What follows belongs to an exercise in optimizing a design on an open flow for small area, a short achievable clock period and few clock cycles; a production flow would make more cautious choices.
Power is estimated from default activity; no workload was simulated.

## alu
module alu #(
    parameter INT_W  = 4,
    parameter FRAC_W = 6,
    parameter INST_W = 4,
    parameter DATA_W = INT_W + FRAC_W
)(
    input                     i_clk,
    input                     i_rst_n,
    input                     i_valid,
    input signed [DATA_W-1:0] i_data_a,
    input signed [DATA_W-1:0] i_data_b,
    input        [INST_W-1:0] i_inst,
    output                    o_valid,
    output       [DATA_W-1:0] o_data
);
Size: about 39 flip-flops, ~38 I/O pins, roughly 6200 sq um of cells after synthesis.
export LEC_CHECK = 0
export ABC_AREA = 1
export CAP_MARGIN = 20
export CORE_MARGIN = 2
export CORE_UTILIZATION = 40
export SETUP_SLACK_MARGIN = 3.5
export SLEW_MARGIN = 20
create_clock -name core_clock -period 9.0 [get_ports {i_clk}]
standard.sh (not shown) runs the stock make flow with config.mk's settings and CLKGATE_MAP_FILE= SYNTH_SCRIPT=/design/flow/synth_recipe.tcl, a recipe that flattens the netlist after the stock synthesis.
==> flow/flow/run.sh <==
#!/bin/bash
# The standard layout, except that the input and output ports are buffered
# with buf_2 cells (buffer_ports otherwise picks a slow delay buffer).
set -euo pipefail
bash standard.sh "BUFFER_PORTS_ARGS=-buffer_cell sky130_fd_sc_hd__buf_2" finish > standard_flow.log 2>&1
The baseline passed the timing, DRC and antenna checks.
Then changed:
--- a/flow/design.v
+++ b/flow/design.v
@@ -227,17 +227,18 @@
         else if (o_valid_r)     x_r <= o_data;
     end
 end
 always @(posedge i_clk) begin
     p_r <= p;
     q_r <= q;
     c_r <= c;
 end
-wire [13:0] xrow = {{4{x_r[9]}}, x_r};
+wire [13:0] xrow = {4'b0000, ~x_r[9], x_r[8:0]};
 wire [13:0] xs = p_r ^ q_r ^ xrow;
 wire [13:0] xc = (p_r & q_r) | (p_r & xrow) | (q_r & xrow);
 wire [14:0] sum = {xs, 1'b1} + {xc[12:0], 1'b0, c_r};
-wire [13:0] S = sum[14:1];
-wire        ovf = ~(&S[13:9] | ~|S[13:9]);
+wire [13:0] U = sum[14:1];
+wire        neg = U[13];                   
+wire        big = !U[13] && |U[12:10];      
 assign o_valid = o_valid_r;
-assign o_data  = ovf ? {S[13], {9{~S[13]}}} : S[9:0];
+assign o_data  = {neg | (!big & ~U[9]), {9{!neg}} & ({9{big}} | U[8:0])};
 endmodule
After rerunning:
- The new run completed without violations
- final area shrinks slightly
- power went down by about a fifth
- routed wire length goes down by a few percent
- critical path depth is higher by 1
- maximum frequency shrinks slightly
- worst hold slack is worse by 0.024 ns
- worst setup slack degrades by 0.056 ns
- combinational power came out lower by a quarter to a third
- area after synthesis falls slightly
- first-iteration DRC count is higher by well over a third
No functional check of the RTL was part of any run of this note.

--- another note on this design; it stands on its own ---

Setup of job 2730:
## alu
module alu #(
    parameter INT_W  = 4,
    parameter FRAC_W = 6,
    parameter INST_W = 4,
    parameter DATA_W = INT_W + FRAC_W
)(
    input                     i_clk,
    input                     i_rst_n,
    input                     i_valid,
    input signed [DATA_W-1:0] i_data_a,
    input signed [DATA_W-1:0] i_data_b,
    input        [INST_W-1:0] i_inst,
    output                    o_valid,
    output       [DATA_W-1:0] o_data
);
export LEC_CHECK = 0
export ABC_AREA = 1
export CAP_MARGIN = 20
export CORE_MARGIN = 2
export CORE_UTILIZATION = 40
export SETUP_SLACK_MARGIN = 4.0
export SLEW_MARGIN = 20
create_clock -name core_clock -period 9.0 [get_ports {i_clk}]
standard.sh (not shown) runs the stock make flow with config.mk's settings and CLKGATE_MAP_FILE= SYNTH_SCRIPT=/design/flow/synth_recipe.tcl, a recipe that flattens the netlist after the stock synthesis.
==> flow/flow/run.sh <==
#!/bin/bash
# The standard layout, except that the input and output ports are buffered
# with buf_2 cells (buffer_ports otherwise picks a slow delay buffer).
set -euo pipefail
bash standard.sh "BUFFER_PORTS_ARGS=-buffer_cell sky130_fd_sc_hd__buf_2" finish > standard_flow.log 2>&1
Looking at the reports, job 2730 completed the entire flow and the layout it produced met the timing, DRC and antenna checks.
What job 5367 does differently from job 2730 at the input level:
diff --git a/flow/config.mk b/flow/config.mk
--- a/flow/config.mk
+++ b/flow/config.mk
@@ -10,4 +10,4 @@
 export CORE_MARGIN = 2
 export CORE_UTILIZATION = 40
-export SETUP_SLACK_MARGIN = 4.0
+export SETUP_SLACK_MARGIN = 4.5
 export SLEW_MARGIN = 20
## What came out
Job 5367: sequential share of cell area lower than job 2730. Against job 2730, worst setup slack before clock tree synthesis in job 5367 came out worse. Looking only at combinational group share of total power, and setting everything else aside, the higher value of job 5367 and job 2730 goes to job 5367. Relative to job 2730, shortest clock period the worst path allows after layout has decreased by 0.17 ns in job 5367. Job 5367 ended up with more standard cells than job 2730. The run with more routed wire is job 5367, not job 2730. Compared with job 2730, in job 5367 worst path buffer plus inverter count fell 1, total power rose 0.47 mW.
Setup changes, job 5367 to job 8311
diff --git a/flow/config.mk b/flow/config.mk
--- a/flow/config.mk
+++ b/flow/config.mk
@@ -6,8 +6,7 @@
 export NUM_CORES = 4
 export LEC_CHECK = 0
-export ABC_AREA = 1
 export CAP_MARGIN = 20
 export CORE_MARGIN = 2
 export CORE_UTILIZATION = 40
-export SETUP_SLACK_MARGIN = 4.5
+export SETUP_SLACK_MARGIN = 3.5
 export SLEW_MARGIN = 20
==> comparison <==
For power, dividing the value from job 5367 by the value from job 8311 gives 1.7. Looking only at combined global-route utilization of all metal layers, and setting everything else aside, the lower value of job 5367 and job 8311 goes to job 8311. Post-synthesis to final-layout area growth (job 8311 over job 5367): decrease, 7.9 points. In the reports for job 5367 and job 8311, the smaller basic-gate share of the synthesized area counting and, or, nand and nor cells belongs to job 8311. Between job 8311 and job 5367, the worst hold slack does not differ in any meaningful way.
The inputs of job 121 differ from those of job 8311 as listed below.
diff --git a/flow/config.mk b/flow/config.mk
--- a/flow/config.mk
+++ b/flow/config.mk
@@ -6,7 +6,10 @@
 export NUM_CORES = 4
 export LEC_CHECK = 0
+export ABC_AREA = 1
 export CAP_MARGIN = 20
 export CORE_MARGIN = 2
 export CORE_UTILIZATION = 40
+export CTS_CLUSTER_DIAMETER = 300
+export CTS_CLUSTER_SIZE = 60
 export SETUP_SLACK_MARGIN = 3.5
 export SLEW_MARGIN = 20
## What came out
- Every stage of the flow completed for job 121, and the final layout passed the timing, DRC and antenna checks.
- Of job 121 and job 8311, it is job 121 that has the higher critical path depth.
- Summary of the comparison: worst setup slack is higher in job 121, relative to job 8311.
- On endpoint arrival time on the critical path: between job 8311 and job 121, it ends up lower for job 121.
- When job 121 is measured against job 8311, its placement-stage cell area turns out about 5% higher.
- Diff job 8311 -> job 121: initial antenna violation count rose by 1, sequential share of layout area now sits lower, share of the cycle needed by the critical path after routing decreased 7.0 points.
- Length of routed met3 wiring, job 8311 and job 121, lower one = job 8311.
Function was not checked in any run of this note: the RTL went through the layout flow alone.

static timing again, ports no longer ideal:
The flow's constraints put no driver on any port. The routed layouts listed below were extracted and timed again, unchanged, in two steps. Step 1 sets driving cells, clkbuf_16 on the clock port and buf_2 on the other inputs (assumed; they add their load-dependent delay and slew). Step 2, shift: input delay + t, output delay - t, t = (earliest + latest rising clock arrival at the registers) / 2. This alone moves slack from input paths to output paths. Slacks: no drivers / after step 1 / after step 2; pairs: no drivers / after step 1.
| run | shift t [ns] | setup slack, ns | clock arrival spread, ns | slew at the worst register clock pin (ns) | pins driven straight from the clock port |
|---|---|---|---|---|---|
| the first run of note 1 | 0.317 | 4.273 / 4.238 / 4.339 | 0.013 / 0.014 | 0.07 / 0.07 | 1 |
| the second run of note 1 | 0.315 | 4.217 / 4.181 / 4.028 | 0.014 / 0.013 | 0.06 / 0.06 | 1 |
| job 2730 | 0.317 | 4.273 / 4.238 / 4.339 | 0.013 / 0.014 | 0.07 / 0.07 | 1 |
| job 5367 | 0.315 | 4.446 / 4.411 / 4.384 | 0.004 / 0.005 | 0.06 / 0.06 | 1 |
| job 8311 | 0.317 | 3.645 / 3.611 / 3.928 | 0.009 / 0.009 | 0.06 / 0.06 | 1 |
| job 121 | 0.317 | 4.273 / 4.238 / 4.339 | 0.013 / 0.014 | 0.07 / 0.07 | 1 |
After both steps every run listed still meets setup and hold. For the second run of note 1, which loses most, drivers alone change the setup slack by -0.036 ns; drivers and shift together by -0.189 ns.
